What follows belongs to an exercise in optimizing a design on an open flow for small area; a production flow would make more cautious choices.
At most, simulation tests tie the RTL to the original design; equivalence was not proved.
Function not checked in run 4: the RTL went through the layout flow alone.
Power is estimated from default activity; no workload was simulated.

==> flow/run.sh <==
#!/bin/bash
# synth_recipe.tcl (not shown) runs the flow's synth.tcl, then flattens the netlist and writes it again
# the make line also repeats each setting of config.mk as NAME=value (left out here)
make -C /OpenROAD-flow-scripts/flow DESIGN_CONFIG=/design/flow/config.mk WORK_HOME=/design/flow/orfs CLKGATE_MAP_FILE= SYNTH_SCRIPT=/design/flow/synth_recipe.tcl finish
==> flow/config.mk <==
export PLATFORM = sky130hd
export DESIGN_NAME = manta_style
export DESIGN_NICKNAME = manta_style
export VERILOG_FILES = /design/flow/design.v
export SDC_FILE = /design/flow/constraint.sdc
export NUM_CORES = 4
export LEC_CHECK = 0
export CAP_MARGIN = 20
export CORE_MARGIN = 2
export CORE_UTILIZATION = 40
export PLACE_DENSITY = 0.6
export SLEW_MARGIN = 20
==> flow/constraint.sdc <==
create_clock -name core_clock -period 8.0 [get_ports {clk}]
set_input_delay 1.6000 -clock core_clock [delete_from_list [all_inputs] [get_ports {clk}]]
set_output_delay 1.6000 -clock core_clock [all_outputs]
set_load 0.01 [all_outputs]
==> flow/design.v <==
module manta_style (
    input clk,
    input rst,
    output [15:0] imem_addr,
    output        imem_re,
    input  [15:0] imem_rdata,
    output [15:0] dmem_addr,
    output        dmem_re,
    output        dmem_we,
    output [15:0] dmem_wdata,
    input  [15:0] dmem_rdata
);
    reg [15:0] id_instr;
    reg [15:0] id_pc;
    reg [15:0] ex_instr;
    reg [1:0]  mul_cnt;      
    reg [15:0] mem_res;      
    reg [15:0] mem_wd;       
    reg [3:0]  mem_dest;     
    reg        mem_ld;
    reg        mem_st;
    reg [15:0] gpr [1:15];
    wire [3:0] id_op = id_instr[15:12];
    wire [3:0] id_a  = id_instr[11:8];
    wire [3:0] id_b  = id_instr[7:4];
    wire [3:0] id_c  = id_instr[3:0];
    wire [3:0] ex_op = ex_instr[15:12];
    wire [3:0] ex_a  = ex_instr[11:8];
    wire [3:0] ex_b  = ex_instr[7:4];
    wire [3:0] ex_c  = ex_instr[3:0];
    wire ex_mul   = (ex_op == 4'h5);
    wire mul_busy = ex_mul & ~mul_cnt[1];           
    wire ex_cd    = (ex_op[3:1] == 3'b110);         
    wire [3:0] ex_dest = ex_cd ? 4'd0 : ex_c;
    wire ex_ld    = (ex_op == 4'hb);
    wire ex_stw   = (ex_op == 4'hc);
    wire [3:0] hz_rs1 = (id_op != 4'he) ? id_a : 4'd0;
    wire [3:0] hz_rs2 = (id_op < 4'h6) ? id_b : ((id_op[3:1] == 3'b110) ? id_c : 4'd0);
    wire hz1 = (hz_rs1 != 4'd0) &&
               ((hz_rs1 == ex_dest && ex_ld) || (hz_rs1 == mem_dest && mem_ld && hz_rs1 != ex_dest));
    wire hz2 = (hz_rs2 != 4'd0) &&
               ((hz_rs2 == ex_dest && ex_ld) || (hz_rs2 == mem_dest && mem_ld && hz_rs2 != ex_dest));
    wire id_ex_stall = mul_busy | hz1 | hz2;
    wire id_branch   = (id_op == 4'hd) | (id_op == 4'he) | (id_op == 4'hf);
    wire if_id_stall = id_ex_stall | id_branch;
    wire [3:0] rs1 = ex_a;
    wire [3:0] rs2 = ex_op[3] ? ex_c : ex_b;
    wire [15:0] rf1 = (rs1 == 4'd0) ? 16'd0 : gpr[rs1];
    wire [15:0] rf2 = (rs2 == 4'd0) ? 16'd0 : gpr[rs2];
    wire [15:0] A = (mem_dest != 4'd0 && rs1 == mem_dest) ? mem_res : rf1;
    wire [15:0] B = (mem_dest != 4'd0 && rs2 == mem_dest) ? mem_res : rf2;
    wire [15:0] imm = {12'd0, ex_b};
    wire        is_sub = (ex_op == 4'h1);
    wire        pc_rel = (ex_op == 4'hd) | (ex_op == 4'he);
    reg  [15:0] add_b;
    always @(*) begin
        case (ex_op)
            4'h0:    add_b = B;
            4'h1:    add_b = ~B;
            4'hd:    add_b = {{12{ex_b[3]}}, ex_b};
            4'he:    add_b = {{8{ex_a[3]}}, ex_a, ex_b};
            4'hf:    add_b = {{12{ex_b[3]}}, ex_b};
            default: add_b = imm;
        endcase
    end
    wire [15:0] add_a = pc_rel ? id_pc : A;
    wire [15:0] sum = add_a + add_b + {15'd0, is_sub};
    wire [15:0] pc_inc = id_pc + 16'd1;
    wire [15:0] L = (ex_op < 4'h6) ? B : imm;
    wire [16:0] prod_lo = A * B;
    wire [15:0] b_ge;
    genvar gi;
    generate
        for (gi = 0; gi < 16; gi = gi + 1) begin : g_bge
            assign b_ge[gi] = |B[15:gi];
        end
    endgenerate
    wire [15:1] ovf_terms;
    generate
        for (gi = 1; gi < 16; gi = gi + 1) begin : g_ovf
            assign ovf_terms[gi] = A[gi] & b_ge[16 - gi];
        end
    endgenerate
    wire ovf = (|ovf_terms) | prod_lo[16];
    wire [15:0] mul_res = ovf ? 16'hffff : prod_lo[15:0];
    reg [15:0] res;
    always @(*) begin
        case (ex_op)
            4'h0, 4'h1, 4'h6, 4'hb, 4'hc: res = sum;
            4'h2, 4'h7: res = A & L;
            4'h3, 4'h8: res = A | L;
            4'h4:       res = A ^ B;
            4'h5:       res = mul_res;
            4'h9:       res = A << ex_b;
            4'ha:       res = A >> ex_b;
            default:    res = pc_inc;         
        endcase
    end
    wire br_taken = ((ex_op == 4'hd) && (A != B)) | (ex_op == 4'he) | (ex_op == 4'hf);
    assign imem_re   = ~if_id_stall;
    assign imem_addr = br_taken ? sum : pc_inc;
    assign dmem_addr  = mem_res;
    assign dmem_re    = mem_ld;
    assign dmem_we    = mem_st;
    assign dmem_wdata = mem_wd;
    wire [15:0] wr_data = mem_ld ? dmem_rdata : mem_res;
    always @(posedge clk) begin
        if (rst) begin
            id_instr <= 16'd0;
            id_pc    <= 16'hffff;
        end else begin
            if (!if_id_stall) begin
                id_instr <= imem_rdata;
                id_pc    <= imem_addr;
            end else if (!id_ex_stall) begin
                id_instr <= 16'd0;
            end
        end
    end
    always @(posedge clk) begin
        if (rst) begin
            ex_instr <= 16'd0;
            mul_cnt  <= 2'd0;
        end else if (mul_busy) begin
            mul_cnt  <= mul_cnt + 2'd1;
        end else begin
            ex_instr <= id_ex_stall ? 16'd0 : id_instr;
            mul_cnt  <= 2'd0;
        end
    end
    always @(posedge clk) begin
        mem_res <= res;
        mem_wd  <= B;
        if (rst || mul_busy) begin
            mem_dest <= 4'd0;
            mem_ld   <= 1'b0;
            mem_st   <= 1'b0;
        end else begin
            mem_dest <= ex_dest;
            mem_ld   <= ex_ld;
            mem_st   <= ex_stw;
        end
    end
    integer i;
    always @(posedge clk) begin
        for (i = 1; i < 16; i = i + 1) begin
            if (rst)
                gpr[i] <= 16'd0;
            else if (mem_dest == i[3:0])
                gpr[i] <= wr_data;
        end
    end
endmodule
==> summary.txt, run 1 <==
Outcome = no timing/DRC/antenna violations
Post-Syn Instances = 3064
CTS tree = yes
I/O pin count = 85
Post-Synth Simple-Gate Area = 17.99%
Layout area overhead = 25.70%
Critical Path RT = 8440 ps
Hold Violations, Final = 0
First-pass GRT wire length = 180100 um
DR WL/cell = 29.97 um
Ys flop type = dfxtp_1
Synthesized area = 24960 um2
Main combinational cell family by area after synthesis = compound AO/OA/AOI/OAI gates
Root Driver = clkbuf_16
Total gr overflow = 0
Adder-Cell Fraction of Synth Area = 11.65%
CTS Buf Count = 41
Arr. time, crit path = 8290 ps
Netlist cell types = 93
Synthesized flop and latch total = 328
Syn Nets = 3268
Area leader, netlist = dfxtp_1
Tot GR Track Use = 38.63%
Initial Util = 40.44%
Vias = 26630
H-tree levels = 2
Slew Limit Headroom = 32.20%
Worst path max stage delay = 570 ps
Row count = 91
Layout cells sized above 1 = 20.63%
Synth Area in Compound Gates = 26.00%
Clock network power share = 25.4%
Synth top area share = 26.31%
EDFF count, synth = 0
Power share of the sequential group = 25.9%
Worst-Margin Slew = 997.2 ps
Post-place setup slack = -409.9 ps
Syn Area/Cell = 8.145 um2
Synth Area in XOR/XNOR = 3.484%
Die Height = 253.8 um
Final Power = 7498 uW
Switching power = 3196 uW
Asr flop ratio synth = 0%
Final net count = 3581
CP max-delay cell = fa_1
Synth area leaders = dfxtp_1, fa_1, a211oi_1
Core Region = 61710 um2
Switching Fraction = 42.63%
Sequential area share after synthesis = 26.31%
Setup violators final = 0
Clk_skew = 25.06 ps
DRC viols = 0
Worst vdd ir = 0.0001635 V
Number of global-route vias before repair = 25320
Total Neg Setup Slack = 0 ps
Post-CTS Hold Fix Bufs = 0
Count of input and output buffers = 84
Final HPWL DP = 97570 um
Tmin final = 7848 ps
Hold slack = 410.3 ps
Most frequent cells in the layout = buf_4, nor2_1, dfxtp_1
Unrepaired setup endpoints after global routing = true
Logic pwr share = 48.7%
Power Dens Cells = 239.0 nW/um2
Internal power = 4301 uW
Hold Path Class = flip-flop to flip-flop
Drt pass-1 iters = 6
Crit Path Class = flip-flop to flip-flop
Multiplexer area fraction after synthesis = 7.595%
Lkg Pwr = 0.01200 uW
Slew Viols, Final = 0
Final ANT Viol Nets = 0
Highest clock rate = 0.1274 GHz
CP endpoint kind = flip-flop
Clock latency (worst-skew pair) = 610 ps
Reg clk slew, reported paths = 70 ps
Gpl congestion = 1.004
Commonest non-fill, non-tap cell in the layout = buf_4
Drt total wl = 127200 um
Initial antenna violation count = 2
Largest fanout on the critical path = 10
Die Wd = 253.8 um
Worst Slack Setup Final = 151.7 ps
Setup crit start kind = flip-flop
Via/cell ratio = 6.273
Crit path top cell by count = fa_1
Clk sink count = 328
Part of the cycle the worst path needs = 98.10%
Max Cap Viol = 0
Initial DRC Count = 3449
Synth Warn # = 18
Pin count of the biggest net entering global routing = 108
Die area = 64410 um2
Clk buf depth = 3
routing by layer:
metal / routed length (um) / GRT usage (%) / vias up
met5: 0 / 0 / -
met1: 55650 / 54.95 / 13040
met3: 13450 / 8.717 / 272
met2: 52740 / 56.32 / 1554
met4: 5378 / 15.06 / 0
li1: - / - / 11760
final timing paths:
kind	startpoint	endpoint	slack, ps	cells after the start
setup / recovery	ex_instr[15]	mem_res[10]	150	29
setup reg to reg	ex_instr[15]	mem_res[10]	150	29
hold / removal	mul_cnt[0]	mul_cnt[0]	410	1
hold reg to reg	mul_cnt[0]	mul_cnt[0]	410	1
logic make-up after synthesis:
group / after synthesis
and+or+nand+nor: 968
AOI/OAI and AO/OA: 894
buffers and inverters: 441
DFF: 328
adders and majority gates: 176
muxes: 164
xor gates and xnor gates: 93
what timing repair did:
action / 4_1_cts / 5_1_grt
buffers inserted: 1 / 13
endpoints found under the setup margin: 24 / 24
pin swaps: 4 / 27
cloned: 0 / 1
gates resized for setup: 36 / 73
registers in the layout (all words and copies together), names as in the netlist:
name      flops
mem_res      16
ex_instr     16
mem_ld        1
id_instr     16
mem_dest      4
mem_st        1
id_pc        16
gpr         240
mul_cnt       2
mem_wd       16
power by group through the flow:
stage          combinational (uW)  clock, uW  sequential [uW]
4_1_cts                      3470       1920             1940
5_1_grt                      3860       1990             1950
2_1_floorplan                1780          0             1890
3_3_place_gp                 3420          0             1970
3_5_place_dp                 3430          0             1970
6_report                     3650       1900             1940
through the flow:
stage	area, um2	instances	util [%]
after floorplan	24960	3064	-
after global placement	29480	4156	47.77
after detailed placement	29480	4156	47.77
after CTS	30960	4230	50.17
after global routing	31370	4244	50.83
final	31370	4245	50.84
critical path: cells and delay by family, from the launching register on:
family	cells	cell delay (ps)
flops	1	380
xor+xnor	8	1770
buf+inv	5	700
simple gates	4	770
fa+ha+maj	6	2780
compound gates	6	1290
Yosys cell counts (14+ instances only):
cell	count
a211oi_1	255
a21o_1	16
a21oi_1	125
a221oi_1	19
a222oi_1	25
a22o_1	61
a22oi_1	46
a31oi_1	35
a32oi_1	18
and2_1	41
and3_1	39
and3b_1	14
buf_1	16
buf_2	37
clkbuf_1	206
dfxtp_1	328
fa_1	96
ha_1	74
inv_1	169
mux2_2	43
mux2i_1	105
mux4_2	16
nand2_1	214
nand2b_1	20
nand3_1	46
nand3b_1	15
nor2_1	427
nor2b_1	20
nor3_1	50
nor3b_1	15
o211ai_1	23
o21ai_0	96
o221ai_1	16
o22ai_1	21
xnor2_1	62
xor2_1	27
layout make-up:
cell class	instances	area (um2)
fill	6068	30340
multi-input combinational	2296	17120
sequential	328	6586
timing repair buffer	535	4589
clock buffer	54	1135
tap	837	1047
inverter	175	664.4
clock inverter	19	225.2
antenna	1	2.502
==> run 2, diff against run 1 <==
--- a/flow/config.mk
+++ b/flow/config.mk
@@ -5,6 +5,7 @@
 export SDC_FILE = /design/flow/constraint.sdc
 export NUM_CORES = 4
 export LEC_CHECK = 0
+export ABC_AREA = 1
 export CAP_MARGIN = 20
 export CORE_MARGIN = 2
 export CORE_UTILIZATION = 40
==> run 2 against run 1 <==
Net effect: still clean on timing, DRC and antenna; clock skew about the same; final cell count is 7.6% higher; register-to-register slack gained 50 ps; combinational power up 96%; die area is 2.8% lower; critical endpoint is now mem_res[3].
==> summary.txt, run 2 <==
Storage cell area = 6569 um2 (-0.27%)
Reg2Reg Depth = 33 (+14%)
Cell with the most instances after synthesis = nand2_1
Power Dens Cells = 403.2 nW/um2 (+69%)
CP endpoint kind = flip-flop
Hold Violations, Final = 0 (unchanged)
Initial Util = 40.32% (-0.12 points)
Highest clock rate = 0.1282 GHz (+0.64%)
Setup violators final = 0 (unchanged)
Clk_skew = 25.17 ps (+0.1033 ps)
Worst-Margin Slew = 1160 ps (+162.6 ps)
Reg clk slew, reported paths = 60 ps (about the same)
H-tree levels = 2 (unchanged)
Via/cell ratio = 5.735 (-8.6%)
Synthesized area = 24250 um2 (-2.9%)
Layout area overhead = 14.82%
First-pass GRT wire length = 161900 um (-10%)
Most flop-heavy register = gpr
Synth Warn # = 18 (unchanged)
Initial antenna violation count = 0 (-2)
Row count = 90 (-1.1%)
Most frequent cells in the layout = nand2_1, inv_1, o21ai_0
Initial DRC Count = 3020 (-12%)
Clock latency (worst-skew pair) = 600 ps (about the same)
Number of global-route vias before repair = 24360 (-3.8%)
Syn Area/Cell = 6.578 um2 (-19%)
Tmin final = 7799 ps (-49.75 ps)
Netlist cell types = 59 (-37%)
Total Neg Setup Slack = 0 ps (unchanged)
Unrepaired setup endpoints after global routing = true
I/O pin count = 85 (unchanged)
Gpl congestion = 1.028 (+2.3%)
Vias = 26190 (-1.6%)
Asr flop ratio synth = 0% (unchanged)
Post-Syn Instances = 3686 (+20%)
Synthesized flop and latch total = 328 (unchanged)
Core Region = 60130 um2 (-2.6%)
Lkg Pwr = 0.01150 uW (-4.2%)
Die Wd = 250.2 um (-1.4%)
Max Cap Viol = 0 (unchanged)
Total gr overflow = 0 (unchanged)
Clk buf depth = 3 (unchanged)
Outcome = no timing/DRC/antenna violations
FILL cells = 6377 (+5.1%)
Power share of the sequential group = 18.3% (-7.6 points)
Layout cells sized above 1 = 9.194% (-11 points)
Slew Viols, Final = 0 (unchanged)
Tot GR Track Use = 34.46% (-4.2 points)
Pin count of the biggest net entering global routing = 241 (+120%)
Arr. time, crit path = 8270 ps (-20 ps)
DP Area = 26260 um2 (-11%)
Worst vdd ir = 0.0002944 V (+80%)
Ys flop type = dfxtp_1
Drt total wl = 109700 um (-14%)
Final HPWL DP = 84400 um (-14%)
DR WL/cell = 24.02 um (-20%)
Root Driver = clkbuf_16
Logic pwr share = 63.7% (+15 points)
Final ANT Viol Nets = 0 (unchanged)
Worst path max stage delay = 560 ps (about the same)
CP max-delay cell = fa_1
DRC viols = 0 (unchanged)
Slew Limit Headroom = 22.67% (-9.5 points)
Drt pass-1 iters = 14 (+8)
Syn Nets = 3890 (+19%)
Hold slack = 416.5 ps (+6.218 ps)
Critical Path RT = 8470 ps (+30 ps)
Switching Fraction = 53.38% (+11 points)
# diodes = 0 (-1)
Hold path cells = 1 (unchanged)
Area leader, netlist = dfxtp_1
Clock network power share = 18.0% (-7.4 points)
Final net count = 3959 (+11%)
Sequential area share after synthesis = 27.08% (+0.77 points)
Setup crit start kind = flip-flop
Synth area leaders = dfxtp_1, nand2_1, o21ai_0
Hold Path Class = flip-flop to flip-flop
Crit Path Class = flip-flop to flip-flop
Commonest non-fill, non-tap cell in the layout = nand2_1
Count of input and output buffers = 84 (unchanged)
CTS Buf Count = 41 (unchanged)
Commonest cells in the synthesized netlist = nand2_1, inv_1, o21ai_0
Switching power = 5992 uW (+87%)
Number of flip-flops in the largest register = 240 (unchanged)
Synth top area share = 27.08% (+0.77 points)
Internal power = 5233 uW (+22%)
Cell area after layout = 27840 um2 (-11%)
Die Height = 250.2 um (-1.4%)
CTS tree = yes
EDFF count, synth = 0 (unchanged)
Die area = 62600 um2 (-2.8%)
Clk sink count = 328 (unchanged)
Part of the cycle the worst path needs = 97.48% (-0.62 points)
Multi-input gate area = 14970 um2 (-13%)
Largest fanout on the critical path = 16 (+6)
[run 2: cell count changes after synthesis, sizes merged, moves of 61 or more]
cell / change
a211oi: -247
inv: +350
nand3: +68
a21oi: +209
o22ai: +76
nand2: +602
clkbuf: -65
a22o: -61
mux2i: -105
o21ai: +340
[run 2: critical path: cells and delay by family, from the launching register on]
| family | cells | cell delay, ps |
|---|---|---|
| flip-flops | 1 | 380 |
| adder cells (fa/ha/maj) | 7 | 3260 |
| buffers and inverters | 7 | 850 |
| AND/OR/NAND/NOR | 13 | 2150 |
| AO/OA/AOI/OAI | 6 | 980 |
[run 2: timing repair]
item	4_1_cts	5_1_grt
buffers inserted	0	2
endpoints found under the hold margin	0	0
setup endpoints to repair	5	21
cloned	0	0
gates resized for setup	6	23
hold buffers	0	0
pin swaps	0	2
[run 2: worst paths after layout]
check	startpoint	to	slack [ps]
worst max-delay path	ex_instr[9]	mem_res[3]	200
worst min register to register	mul_cnt[0]	mul_cnt[0]	420
worst max register to register	ex_instr[9]	mem_res[3]	200
worst min-delay path	mul_cnt[0]	mul_cnt[0]	420
[run 2: cell families (layout without fill, tap and decap cells)]
logic type / Yosys count / count (layout) / share of synthesized area, %
simple gates: 1421 / 1421 / 24.66
buf+inv: 718 / 817 / 11.68
flops: 328 / 328 / 27.08
mux: 6 / 6 / 0.2786
fa+ha+maj: 170 / 170 / 11.75
compound gates: 975 / 975 / 22.10
xor+xnor: 68 / 68 / 2.456
[run 2: power by group through the flow]
stage	registers [uW]	clock network (uW)	logic [uW]
final	2050	2020	7150
after global placement	2070	0	6850
after global routing	2060	2100	7630
after floorplan	1990	0	4290
after detailed placement	2070	0	6830
after CTS	2040	2040	6870
[run 2: per-stage QoR]
stage                     setup slack, ps  total power (uW)  util [%]  std cells
after global placement              106.2              8918     43.67       4490
after CTS                           14.23             10950     46.09       4563
final                               201.5             11220     46.29       4567
after floorplan                      1413              6277         -       3686
after detailed placement            80.61              8900     43.67       4490
after global routing               -22.01             11790     46.29       4567
[run 2: per-layer routing]
layer	global-route usage, %	wire length [um]
met5	0	0
met4	17.84	6340
met1	46.40	45580
met2	52.84	47280
met3	6.069	10510
[run 2: layout make-up]
| type | count | area share [%] |
|---|---|---|
| tap | 782 | 3.515 |
| inverter | 525 | 7.106 |
| clock inverter | 15 | 0.8630 |
| timing repair buffer | 219 | 6.850 |
| sequential | 328 | 23.60 |
| multi-input combinational | 2640 | 53.76 |
| clock buffer | 58 | 4.310 |
==> run 3, diff against run 2 <==
--- a/flow/config.mk
+++ b/flow/config.mk
@@ -8,6 +8,7 @@
 export ABC_AREA = 1
 export CAP_MARGIN = 20
 export CORE_MARGIN = 2
-export CORE_UTILIZATION = 40
-export PLACE_DENSITY = 0.6
+export CORE_UTILIZATION = 55
+export CTS_BUF_LIST = sky130_fd_sc_hd__clkbuf_4 sky130_fd_sc_hd__clkbuf_8
+export PLACE_DENSITY = 0.7
 export SLEW_MARGIN = 20
==> run 3 against run 2 <==
Net effect: design area is 1.6% lower; synthesized cell count stayed put; largest cell class unchanged; still clean; hold slack worse by 3.5 ps; power is 0.44% lower; combinational power is 2% higher; critical endpoint is now imem_addr[12]; setup slack better by 45 ps; first-iteration DRC count is 50% higher; highest routed layer unchanged; sequential share of layout area is 0.40 points higher; sequential cell count stayed put; clock-buffer cell count is 21 higher; wire length is 3.1% lower.
==> summary.txt, run 3 <==
Outcome = no timing/DRC/antenna violations
Layout cells sized above 1 = 9.721% (+0.53 points)
Final HPWL DP = 81300 um (-3.7%)
Post-Syn Instances = 3686 (unchanged)
Clk sink count = 328 (unchanged)
Vias = 27430 (+4.7%)
Commonest non-fill, non-tap cell in the layout = nand2_1
Synth top area share = 27.08% (unchanged)
Synth area leaders = dfxtp_1, nand2_1, o21ai_0
Clk_skew = 30.97 ps (+5.806 ps)
Critical Path Stages = 27 (-18%)
Number of global-route vias before repair = 25620 (+5.1%)
Synthesized area = 24250 um2 (unchanged)
Largest fanout on the critical path = 22 (+6)
Initial DRC Count = 4523 (+50%)
Syn Area/Cell = 6.578 um2 (unchanged)
Worst path max stage delay = 610 ps (+50 ps)
Asr flop ratio synth = 0% (unchanged)
Crit Path Class = flip-flop to output port
Placed Cells = 4275 (-4.8%)
CTS tree = yes
DRC viols = 0 (unchanged)
Drt pass-1 iters = 6 (-8)
Critical Path RT = 6400 ps (-2070 ps)
Hold slack = 413.0 ps (-3.486 ps)
Power share of the sequential group = 18.3% (about the same)
Lkg Pwr = 0.01144 uW (-0.51%)
Count of input and output buffers = 84 (unchanged)
Reg2Reg Depth = 34 (+3.0%)
Clk buf depth = 3 (unchanged)
Gpl congestion = 1.132 (+10%)
Die Height = 214.0 um (-14%)
Commonest cells in the synthesized netlist = nand2_1, inv_1, o21ai_0
Delay-heaviest family, CP = simple AND/OR/NAND/NOR gates
Highest clock rate = 0.1290 GHz (+0.58%)
Part of the cycle the worst path needs = 96.92% (-0.56 points)
Pin count of the biggest net entering global routing = 165 (-32%)
Setup violators final = 0 (unchanged)
Critical path buffers and inverters = 6 (-1)
Reg clk slew, reported paths = 60 ps (about the same)
Crit path top cell by count = nand2_1
Hold Violations, Final = 0 (unchanged)
Tmin final = 7754 ps (-44.91 ps)
Worst-Margin Slew = 1133 ps (-26.99 ps)
Final net count = 3956 (-0.076%)
Switching Fraction = 54.46% (+1.1 points)
Synth Warn # = 18 (unchanged)
Via/cell ratio = 6.261 (+9.2%)
# diodes = 0 (unchanged)
Syn Nets = 3890 (unchanged)
Worst vdd ir = 0.0004224 V (+43%)
Clock network power share = 16.2% (-1.8 points)
Netlist cell types = 59 (unchanged)
I/O pin count = 85 (unchanged)
Tot GR Track Use = 45.05% (+11 points)
Total gr overflow = 0 (unchanged)
Ys flop type = dfxtp_1
DR WL/cell = 24.26 um (+1.0%)
Most flop-heavy register = gpr
Hold Path Class = flip-flop to flip-flop
CP max-delay cell = clkdlybuf4s50_1
Core Region = 43270 um2 (-28%)
Die area = 45780 um2 (-27%)
Max Cap Viol = 0 (unchanged)
Initial antenna violation count = 0 (unchanged)
Row count = 76 (-16%)
Cell with the most instances after synthesis = nand2_1
Synthesized flop and latch total = 328 (unchanged)
Logic pwr share = 65.5% (+1.8 points)
CP endpoint kind = output port
EDFF count, synth = 0 (unchanged)
Area leader, netlist = dfxtp_1
Util after Layout = 63.28% (+17 points)
Arr. time, crit path = 6150 ps (-2120 ps)
Power Dens Cells = 408.2 nW/um2 (+1.2%)
Drt total wl = 106300 um (-3.1%)
Number of flip-flops in the largest register = 240 (unchanged)
CTS Buf Count = 55 (+34%)
Die Wd = 214.0 um (-14%)
First-pass GRT wire length = 157500 um (-2.7%)
Most frequent cells in the layout = nand2_1, inv_1, o21ai_0
Slew Limit Headroom = 24.29% (+1.6 points)
Final Power = 11180 uW (-0.44%)
Switching power = 6086 uW (+1.6%)
Hold path cells = 1 (unchanged)
Internal power = 5089 uW (-2.7%)
Sequential area share after synthesis = 27.08% (unchanged)
Slew Viols, Final = 0 (unchanged)
Initial Util = 56.04% (+16 points)
Clock latency (worst-skew pair) = 680 ps (+80 ps)
Setup crit start kind = flip-flop
H-tree levels = 2 (unchanged)
Root Driver = clkbuf_8
Layout Cells excl Fill = 4381 (-4.1%)
Final ANT Viol Nets = 0 (unchanged)
Layout area overhead = 12.92%
run 3: cell types whose count changed in the layout (fill, tap and decap cells not counted), sizes merged:
cell           change
bufinv             +2
clkbuf            +21
inv                -2
clkdlybuf4s50      -2
clkinvlp           +1
dlymetal6s2s       +2
buf               -17
clkinv             +6
run 3: layout make-up:
| type | count | area [um2] |
|---|---|---|
| fill | 4043 | 15890 |
| multi-input combinational | 2640 | 14990 |
| sequential | 328 | 6570 |
| inverter | 525 | 1981 |
| timing repair buffer | 202 | 1780 |
| clock buffer | 79 | 1044 |
| tap | 585 | 732.0 |
| clock inverter | 22 | 280.3 |
run 3: timing repair:
action,in CTS,in global routing
setup endpoints to repair,5,30
hold buffers,0,0
setup buffers,0,4
pin swaps,0,2
gates resized for setup,10,37
run 3: stage by stage:
stage / setup TNS, ps / instance area (um2) / worst slack, ps
finish: 0 / 27380 / 246.4
detailed placement: 0 / 25850 / 224.2
CTS: 0 / 27200 / 18.90
global placement: 0 / 25850 / 369.4
global route: -0.6319 / 27380 / -0.6319
floorplan: 0 / 24250 / 1413
run 3: power groups by stage:
stage	combinational [uW]	clock, uW	sequential (uW)
6_report	7310	1820	2040
3_3_place_gp	6710	0	2050
2_1_floorplan	4290	0	1990
5_1_grt	7700	1880	2050
3_5_place_dp	6820	0	2060
4_1_cts	6870	1820	2030
run 3: kinds of logic after synthesis:
kind of cell / share of synthesized area, %
flip-flops: 27.08
XOR/XNOR: 2.456
AND/OR/NAND/NOR: 24.66
AO/OA/AOI/OAI: 22.10
multiplexers: 0.2786
adder cells (fa/ha/maj): 11.75
buffers and inverters: 11.68
run 3: worst paths after layout:
| path | start | to | slack [ps] |
|---|---|---|---|
| worst max register to register | ex_instr[10] | mem_res[4] | 350 |
| worst min-delay path | mul_cnt[0] | mul_cnt[0] | 410 |
| worst min register to register | mul_cnt[0] | mul_cnt[0] | 410 |
| worst max-delay path | ex_instr[10] | imem_addr[12] | 250 |
run 3: layer usage:
metal	GRT usage, %	part of all wire [%]	vias up
li1	-	-	12140
met3	11.96	15	426
met1	62.80	39	12780
met2	64.78	40	2089
met5	0	0	-
met4	20.91	5.7	0
run 3: worst reg2reg max path: cells and delay by family (launching register included):
kind	cells	cell delay, ps
buf+inv	8	1110
simple gates	14	1980
flops	1	380
fa+ha+maj	7	3360
compound gates	5	670
==> run 4, diff against run 3 <==
--- a/flow/design.v
+++ b/flow/design.v
@@ -141,13 +141,12 @@
             mem_st   <= ex_stw;
         end
     end
+    wire [15:0] wr_d = wr_data & {16{~rst}};
     integer i;
     always @(posedge clk) begin
         for (i = 1; i < 16; i = i + 1) begin
-            if (rst)
-                gpr[i] <= 16'd0;
-            else if (mem_dest == i[3:0])
-                gpr[i] <= wr_data;
+            if (rst || mem_dest == i[3:0])
+                gpr[i] <= wr_d;
         end
     end
 endmodule
--- a/flow/config.mk
+++ b/flow/config.mk
@@ -8,7 +8,6 @@
 export ABC_AREA = 1
 export CAP_MARGIN = 20
 export CORE_MARGIN = 2
-export CORE_UTILIZATION = 55
-export CTS_BUF_LIST = sky130_fd_sc_hd__clkbuf_4 sky130_fd_sc_hd__clkbuf_8
-export PLACE_DENSITY = 0.7
+export CORE_UTILIZATION = 40
+export PLACE_DENSITY = 0.6
 export SLEW_MARGIN = 20
==> run 4 against run 3 <==
Net effect: via count fell by 17%; hold slack improved by 4.1 ps; area after synthesis fell by 2.8%; first-iteration DRC count fell by 38%; clock power rose by 5%; combinational power rose by 29%; critical endpoint is now imem_addr[15]; final cell count fell by 9.9%; global-route usage fell by 10 points; sequential power rose by 25%; fmax fell by 0.19%; power rose by 24%; setup slack got worse by 15 ps.
==> summary.txt, run 4 <==
Count of input and output buffers = 84 (unchanged)
CP max-delay cell = clkdlybuf4s50_1
Placed Cells = 3872 (-9.4%)
Commonest non-fill, non-tap cell in the layout = nand2_1
Commonest cells in the synthesized netlist = nand2_1, inv_1, nor2_1
Pin count of the biggest net entering global routing = 54 (-67%)
Critical Path RT = 6400 ps (about the same)
Hold Path Class = flip-flop to flip-flop
Layout cells sized above 1 = 10.97% (+1.2 points)
CTS Buf Count = 39 (-29%)
Layout area overhead = 16.02%
Drt total wl = 106400 um (about the same)
Arr. time, crit path = 6170 ps (+20 ps)
Final net count = 3357 (-15%)
H-tree levels = 2 (unchanged)
Number of global-route vias before repair = 21600 (-16%)
Clk_skew = 21.51 ps (-9.469 ps)
Setup slack, reg-to-reg = 330 ps (-20 ps)
Syn Nets = 3204 (-18%)
Part of the cycle the worst path needs = 97.11% (+0.19 points)
CTS tree = yes
Lkg Pwr = 0.01168 uW (+2.1%)
Syn Area/Cell = 7.853 um2 (+19%)
Die Wd = 246.7 um (+15%)
Worst vdd ir = 0.0002200 V (-48%)
Row count = 88 (+16%)
Total Neg Setup Slack = 0 ps (unchanged)
Final Power = 13860 uW (+24%)
Crit path top cell by count = nand2_1
Setup violators final = 0 (unchanged)
CP endpoint kind = output port
Number of flip-flops in the largest register = 240 (unchanged)
Final HPWL DP = 83150 um (+2.3%)
Tot GR Track Use = 34.83% (-10 points)
Cell with the most instances after synthesis = nand2_1
Vias = 22760 (-17%)
Initial antenna violation count = 4 (+4)
DRC viols = 0 (unchanged)
Slew Limit Headroom = 24.96% (+0.66 points)
Post-CTS Hold Fix Bufs = 0 (unchanged)
Die Height = 246.7 um (+15%)
Synthesized area = 23560 um2 (-2.8%)
Largest fanout on the critical path = 9 (-59%)
Synthesized flop and latch total = 328 (unchanged)
Hold Violations, Final = 0 (unchanged)
Initial DRC Count = 2792 (-38%)
Ys flop type = edfxtp_1
Asr flop ratio synth = 0% (unchanged)
Most flop-heavy register = gpr
Power Dens Cells = 507.1 nW/um2 (+24%)
Worst path max stage delay = 550 ps (-60 ps)
Max Cap Viol = 0 (unchanged)
Reg clk slew, reported paths = 60 ps (about the same)
Outcome = no timing/DRC/antenna violations
Layout Cells excl Fill = 3949 (-9.9%)
Core Region = 57920 um2 (+34%)
Clk buf depth = 3 (unchanged)
Setup crit start kind = flip-flop
Via/cell ratio = 5.764 (-7.9%)
Slew Viols, Final = 0 (unchanged)
Util after Layout = 47.19% (-16 points)
Area leader, netlist = edfxtp_1
Crit Path Class = flip-flop to output port
Most frequent cells in the layout = nand2_1, inv_1, nor2_1
Highest clock rate = 0.1287 GHz (-0.19%)
Synth area leaders = edfxtp_1, nand2_1, fa_1
Worst-Margin Slew = 1126 ps (-7.212 ps)
First-pass GRT wire length = 151500 um (-3.8%)
Gpl congestion = 1.010 (-11%)
Sequential area share after synthesis = 38.07% (+11 points)
Drt pass-1 iters = 6 (unchanged)
Initial Util = 40.68% (-15 points)
Clock latency (worst-skew pair) = 580 ps (-100 ps)
Reg2Reg Depth = 33 (-2.9%)
Final ANT Viol Nets = 0 (unchanged)
Clk sink count = 328 (unchanged)
DR WL/cell = 26.94 um (+11%)
I/O pin count = 85 (unchanged)
Root Driver = clkbuf_16
Tmin final = 7768 ps (+14.86 ps)
Synth top area share = 30.59% (+3.5 points)
EDFF count, synth = 240 (+240)
Hold path cells = 1 (unchanged)
Synth Warn # = 18 (unchanged)
Post-Syn Instances = 3000 (-19%)
Netlist cell types = 61 (+3.4%)
Total gr overflow = 0 (unchanged)
Die area = 60850 um2 (+33%)
[run 4: cell count changes after synthesis, sizes merged, moves of 40 or more]
cell    delta
inv       -92
a21oi    -216
o21ai    -216
edfxtp   +240
clkbuf    -95
o22ai     -40
dfxtp    -240
[run 4: power by group]
group          switching, uW  leakage (uW)  internal (uW)
sequential               284       0.00320           2250
combinational           6560       0.00782           2860
clock                    766      0.000663           1140
total                   7610        0.0117           6250
[run 4: cell families after synthesis]
group / synth area share [%]
and+or+nand+nor: 25.02
buffers and inverters: 9.332
AOI/OAI and AO/OA: 12.99
DFF: 38.07
adders and majority gates: 12.09
xor gates and xnor gates: 2.417
muxes: 0.08498
[run 4: area by class of cell]
cell class                 instances  area (um2)
antenna                            2       5.005
fill                            5893       30580
clock buffer                      52        1115
inverter                         437        1647
multi-input combinational       2134       12560
timing repair buffer             213        1846
sequential                       328        8970
clock inverter                    18       234.0
tap                              765       957.2
[run 4: what timing repair did]
| action | CTS | global route |
|---|---|---|
| buffers inserted | 1 | 2 |
| pin swaps | 1 | 2 |
| gates resized for setup | 10 | 17 |
| endpoints found under the hold margin | 0 | 0 |
| setup endpoints to repair | 3 | 20 |
[run 4: metrics by stage]
step	worst slack [ps]	cell area (um2)	hold slack, ps
3_5_place_dp	85.68	25840	410.1
3_3_place_gp	119.2	25790	401.7
2_1_floorplan	1303	23560	392.5
5_1_grt	-1.726	27330	439.1
4_1_cts	13.29	27220	418.4
6_report	231.5	27330	417.1
[run 4: routing by layer]
layer  global-route usage (%)  wire length (um)
met4                    10.40              3277
met1                    51.74             47720
met5                        0                 0
met2                    49.79             43370
met3                    8.248             12030
[run 4: final timing paths]
check,endpoint,from
max,imem_addr[15],ex_instr[15]
min,mul_cnt[0],mul_cnt[0]
max reg2reg,mem_res[7],ex_instr[10]
min reg2reg,mul_cnt[0],mul_cnt[0]
[run 4: critical path, delay by kind of cell (launching register included)]
| kind | cells | cell delay [ps] |
|---|---|---|
| AND/OR/NAND/NOR | 16 | 2200 |
| AO/OA/AOI/OAI | 7 | 1190 |
| flip-flops | 1 | 410 |
| XOR/XNOR | 1 | 270 |
| buffers and inverters | 4 | 1100 |
| adder cells (fa/ha/maj) | 1 | 430 |

==> static timing again, ports no longer ideal <==
How much do the figures lean on ideal ports? The routed layouts below were timed once more, with nothing changed but the port constraints. Step 1, drivers: a clkbuf_16 drives clk and a buf_2 each remaining input, both assumed. Step 2 adds t to the input delays and takes it off the output delays; t is the mean of the earliest and latest rising clock arrival at the registers after step 1. Input paths then give back, and output paths get back, about the clock's delay inside the block. a / b / c = no drivers / after step 1 / after step 2; a / b = the first two.
| run | t, ns | slack for setup (ns) | worst hold slack (ns) | latest minus earliest clock arrival (ns) | slew at the worst register clock pin (ns) |
|---|---|---|---|---|---|
| run 1 | 0.653 | 0.152 / 0.114 / 0.152 | 0.410 / 0.410 / 0.410 | 0.029 / 0.029 | 0.07 / 0.07 |
| run 2 | 0.658 | 0.201 / 0.201 / 0.201 | 0.416 / 0.416 / 0.416 | 0.031 / 0.030 | 0.07 / 0.07 |
| run 3 | 0.724 | 0.246 / 0.190 / 0.351 | 0.413 / 0.413 / 0.413 | 0.032 / 0.032 | 0.07 / 0.07 |
| run 4 | 0.627 | 0.232 / 0.175 / 0.334 | 0.417 / 0.417 / 0.417 | 0.022 / 0.023 | 0.06 / 0.06 |
After both steps setup and hold are still met in every run listed.
